Context: an optimization exercise on an open-source flow, tuned for small area, a short achievable clock period and few clock cycles. The choices shown serve that exercise and are no tape-out recipe. In this exercise RTL edits were held to simulation tests only and were not proved equivalent to the original. Power is estimated from default activity; no workload was simulated.

==> flow/design.v <==
module alu (a, b, sub, fn, res, flags);
  input  [31:0] a, b;
  input         sub;      
  input  [3:0]  fn;
  output [31:0] res;
  output [3:0]  flags;    
  wire [31:0] bx  = b ^ {32{sub}};
  wire [32:0] s33 = {1'b0, a} + {1'b0, bx} + {32'h0, sub};
  wire [31:0] sum = s33[31:0];
  wire        c   = s33[32] ^ sub;            
  wire        v   = (a[31] == bx[31]) && (sum[31] != a[31]);
  assign flags = {c, v, sum[31], ~|sum};
  reg [31:0] lg;
  always @(*)
    case (fn[1:0])
      2'b00: lg = ~a;
      2'b01: lg = a | b;
      2'b10: lg = a & b;
      default: lg = a ^ b;
    endcase
  wire        left = fn[0];                   
  wire [4:0]  k    = b[4:0];
  wire [4:0]  amt  = left ? (5'd0 - k) : k;
  wire [31:0] r0   = amt[0] ? {a[0],     a[31:1]}  : a;
  wire [31:0] r1   = amt[1] ? {r0[1:0],  r0[31:2]} : r0;
  wire [31:0] r2   = amt[2] ? {r1[3:0],  r1[31:4]} : r1;
  wire [31:0] r3   = amt[3] ? {r2[7:0],  r2[31:8]} : r2;
  wire [31:0] rot  = amt[4] ? {r3[15:0], r3[31:16]} : r3;
  wire [31:0] mr   = 32'hFFFFFFFF >> k;
  wire [31:0] ml   = 32'hFFFFFFFF << k;
  wire        big  = |b[31:5];
  reg  [31:0] sh;
  always @(*)
    case (fn[1:0])
      2'b10: sh = big ? 32'h0 : (rot & mr);
      2'b11: sh = big ? 32'h0 : (rot & ml);
      default: sh = rot;
    endcase
  reg [31:0] r;
  always @(*)
      case (fn[3:2])
        2'b00: r = sum;
        2'b01: r = lg;
        2'b10: r = sh;
        default: r = 32'h0;
      endcase
  assign res = r;
endmodule
module rf (clk, ra, rb, wa, wd, we, da, db);
  input         clk;
  input  [3:0]  ra, rb, wa;
  input  [31:0] wd;
  input         we;
  output [31:0] da, db;
  reg [31:0] r [1:15];
  always @(posedge clk)
    if (we && wa != 4'd0)
      r[wa] <= wd;
  assign da = (ra == 4'd0) ? 32'h0 : r[ra];
  assign db = (rb == 4'd0) ? 32'h0 : r[rb];
endmodule
module sisc (clk, rst_f, imem_addr, imem_data, wb_en, wb_reg, wb_data, halted);
  input         clk, rst_f;
  output [15:0] imem_addr;
  input  [31:0] imem_data;
  output        wb_en;
  output [3:0]  wb_reg;
  output [31:0] wb_data;
  output        halted;
  reg  [15:0] pc;         
  reg         stop;       
  reg         halted;
  reg  [3:0]  stat;
  reg         x_alu, x_setst, x_sub, x_fwa, x_fwb;
  reg  [3:0]  x_rd, x_fn;
  reg  [31:0] x_a, x_b;
  reg         wb_en;
  reg  [3:0]  wb_reg;
  reg  [31:0] wb_data;
  assign imem_addr = pc;
  wire [31:0] ins  = imem_data;
  wire [3:0]  op   = ins[31:28];
  wire [3:0]  mm   = ins[27:24];
  wire [3:0]  rd   = ins[23:20];
  wire [3:0]  rs   = ins[19:16];
  wire [3:0]  rt   = ins[15:12];
  wire [15:0] imm  = ins[15:0];
  wire [3:0]  fn   = ins[3:0];
  wire f_alu  = ~stop & (op == 4'd8);
  wire f_addi = (mm == 4'd8);
  wire f_br   = ~stop & (op[3:2] == 2'b01);
  wire f_hlt  = ~stop & (op == 4'd15);
  wire [31:0] a = x_fwa ? wb_data : x_a;
  wire [31:0] b = x_fwb ? wb_data : x_b;
  wire [31:0] res;
  wire [3:0]  flags;
  alu u_alu (.a(a), .b(b), .sub(x_sub), .fn(x_fn), .res(res), .flags(flags));
  wire [3:0] stat_now = x_setst ? flags : stat;
  wire        cond   = |(mm & stat_now);
  wire        taken  = f_br & (cond ^ op[1]);
  wire [15:0] pc1    = pc + 16'd1;
  wire [15:0] target = op[0] ? (pc1 + imm) : imm;
  wire [31:0] ra, rb;
  rf u_rf (.clk(clk), .ra(rs), .rb(rt), .wa(x_rd), .wd(res), .we(x_alu),
           .da(ra), .db(rb));
  always @(posedge clk, negedge rst_f)
    if (!rst_f) begin
      pc     <= 16'h0;
      stop   <= 1'b0;
      halted <= 1'b0;
      x_alu  <= 1'b0;
      wb_en  <= 1'b0;
    end else begin
      if (!stop)
        pc <= taken ? target : pc1;
      stop   <= stop | f_hlt;
      halted <= stop;
      x_alu  <= f_alu;
      wb_en  <= x_alu;
    end
  always @(posedge clk) begin
    stat    <= stat_now;
    x_setst <= f_alu & (f_addi | fn == 4'd1 | fn == 4'd2);
    x_sub   <= ~f_addi & (fn == 4'd2);
    x_fn    <= f_addi ? 4'd0 : fn;
    x_rd    <= rd;
    x_fwa   <= x_alu & (x_rd != 4'd0) & (rs == x_rd);
    x_fwb   <= x_alu & (x_rd != 4'd0) & (rt == x_rd) & ~f_addi;
    x_a     <= ra;
    x_b     <= f_addi ? {{16{imm[15]}}, imm} : rb;
    wb_reg  <= x_rd;
    wb_data <= res;
  end
endmodule
clock: 12.0 ns
lec_check: 0
cap_margin: 20
core_margin: 2
core_utilization: 40
slew_margin: 20
run.sh (not shown) runs the stock make flow with config.mk's settings and CLKGATE_MAP_FILE= SYNTH_SCRIPT=/design/flow/synth_recipe.tcl, a recipe that flattens the netlist after the stock synthesis.
Testbench counts at the start, summed over its fixed seeds: cycles 42,914.
Then changed:
--- a/flow/design.v
+++ b/flow/design.v
@@ -8,9 +8,11 @@
   wire [32:0] s33 = {1'b0, a} + {1'b0, bx} + {32'h0, sub};
   wire [31:0] sum = s33[31:0];
   wire        c   = s33[32] ^ sub;            
   wire        v   = (a[31] == bx[31]) && (sum[31] != a[31]);
-  assign flags = {c, v, sum[31], ~|sum};
+  wire [31:0] cz = {a[30:0] | bx[30:0], sub};
+  wire        z  = &(~(a ^ bx ^ cz));
+  assign flags = {c, v, sum[31], z};
   reg [31:0] lg;
   always @(*)
     case (fn[1:0])
       2'b00: lg = ~a;
@@ -55,10 +57,20 @@
   reg [31:0] r [1:15];
   always @(posedge clk)
     if (we && wa != 4'd0)
       r[wa] <= wd;
-  assign da = (ra == 4'd0) ? 32'h0 : r[ra];
-  assign db = (rb == 4'd0) ? 32'h0 : r[rb];
+  reg [31:0] oa, ob;
+  integer i;
+  always @(*) begin
+    oa = 32'h0;
+    ob = 32'h0;
+    for (i = 1; i < 16; i = i + 1) begin
+      oa = oa | (r[i] & {32{ra == i}});
+      ob = ob | (r[i] & {32{rb == i}});
+    end
+  end
+  assign da = oa;
+  assign db = ob;
 endmodule
 module sisc (clk, rst_f, imem_addr, imem_data, wb_en, wb_reg, wb_data, halted);
   input         clk, rst_f;
   output [15:0] imem_addr;
@@ -70,9 +82,9 @@
   reg  [15:0] pc;         
   reg         stop;       
   reg         halted;
   reg  [3:0]  stat;
-  reg         x_alu, x_setst, x_sub, x_fwa, x_fwb;
+  reg         x_alu, x_setst, x_sub;
   reg  [3:0]  x_rd, x_fn;
   reg  [31:0] x_a, x_b;
   reg         wb_en;
   reg  [3:0]  wb_reg;
@@ -89,18 +101,20 @@
   wire f_alu  = ~stop & (op == 4'd8);
   wire f_addi = (mm == 4'd8);
   wire f_br   = ~stop & (op[3:2] == 2'b01);
   wire f_hlt  = ~stop & (op == 4'd15);
-  wire [31:0] a = x_fwa ? wb_data : x_a;
-  wire [31:0] b = x_fwb ? wb_data : x_b;
+  wire [31:0] a = x_a;
+  wire [31:0] b = x_b;
   wire [31:0] res;
   wire [3:0]  flags;
   alu u_alu (.a(a), .b(b), .sub(x_sub), .fn(x_fn), .res(res), .flags(flags));
   wire [3:0] stat_now = x_setst ? flags : stat;
   wire        cond   = |(mm & stat_now);
   wire        taken  = f_br & (cond ^ op[1]);
   wire [15:0] pc1    = pc + 16'd1;
   wire [15:0] target = op[0] ? (pc1 + imm) : imm;
+  wire fwa = x_alu & (x_rd != 4'd0) & (rs == x_rd);
+  wire fwb = x_alu & (x_rd != 4'd0) & (rt == x_rd);
   wire [31:0] ra, rb;
   rf u_rf (.clk(clk), .ra(rs), .rb(rt), .wa(x_rd), .wd(res), .we(x_alu),
            .da(ra), .db(rb));
   always @(posedge clk, negedge rst_f)
@@ -123,12 +137,10 @@
     x_setst <= f_alu & (f_addi | fn == 4'd1 | fn == 4'd2);
     x_sub   <= ~f_addi & (fn == 4'd2);
     x_fn    <= f_addi ? 4'd0 : fn;
     x_rd    <= rd;
-    x_fwa   <= x_alu & (x_rd != 4'd0) & (rs == x_rd);
-    x_fwb   <= x_alu & (x_rd != 4'd0) & (rt == x_rd) & ~f_addi;
-    x_a     <= ra;
-    x_b     <= f_addi ? {{16{imm[15]}}, imm} : rb;
+    x_a     <= fwa ? res : ra;
+    x_b     <= f_addi ? {{16{imm[15]}}, imm} : (fwb ? res : rb);
     wb_reg  <= x_rd;
     wb_data <= res;
   end
 endmodule
Final cell count came out higher by 1.2%.
Fmax rises by 13%.
Sequential power stays flat.
Sequential share of layout area is higher by 1.7 points.
Hold slack loses 0.0042 ns.
Synthesized area came out lower by 4.9%.
Routed wire length went up by 20%.
Design area falls by 4.0%.
Clock power rose by about 3%.
Setup slack is better by 0.74 ns.
Core utilization increases by 0.56 points.
Clock-buffer cell count went up by 8.
Critical path depth falls by 5.
Testbench counts after the change, summed over its fixed seeds: cycles 42,914.

[static timing again, ports no longer ideal]
The flow's constraints put no driver on any port. The routed layouts listed below were extracted and timed again, unchanged, in two steps. Step 1: set_driving_cell puts a clkbuf_16 on clk and a buf_2 on each other input, an assumption about the parent block. Step 2 moves the port delays by t, midway between the first and last clock arrival at a register: inputs arrive t later, outputs are due t later. That takes back most of the time a late clock gives input paths. a / b / c = no drivers / after step 1 / after step 2; a / b = the first two.
run	shift t [ns]	slack for setup (ns)	hold WS [ns]	worst data-port slew with drivers (ns)
the first run	0.687	5.435 / 5.435 / 5.435	0.460 / 0.460 / 0.460	0.04
the second run	0.704	6.170 / 6.170 / 5.715	0.456 / 0.456 / 0.456	0.04
After both steps every run listed still meets setup and hold. For the second run, which loses most, drivers alone change the setup slack by 0.000 ns; drivers and shift together by -0.455 ns.
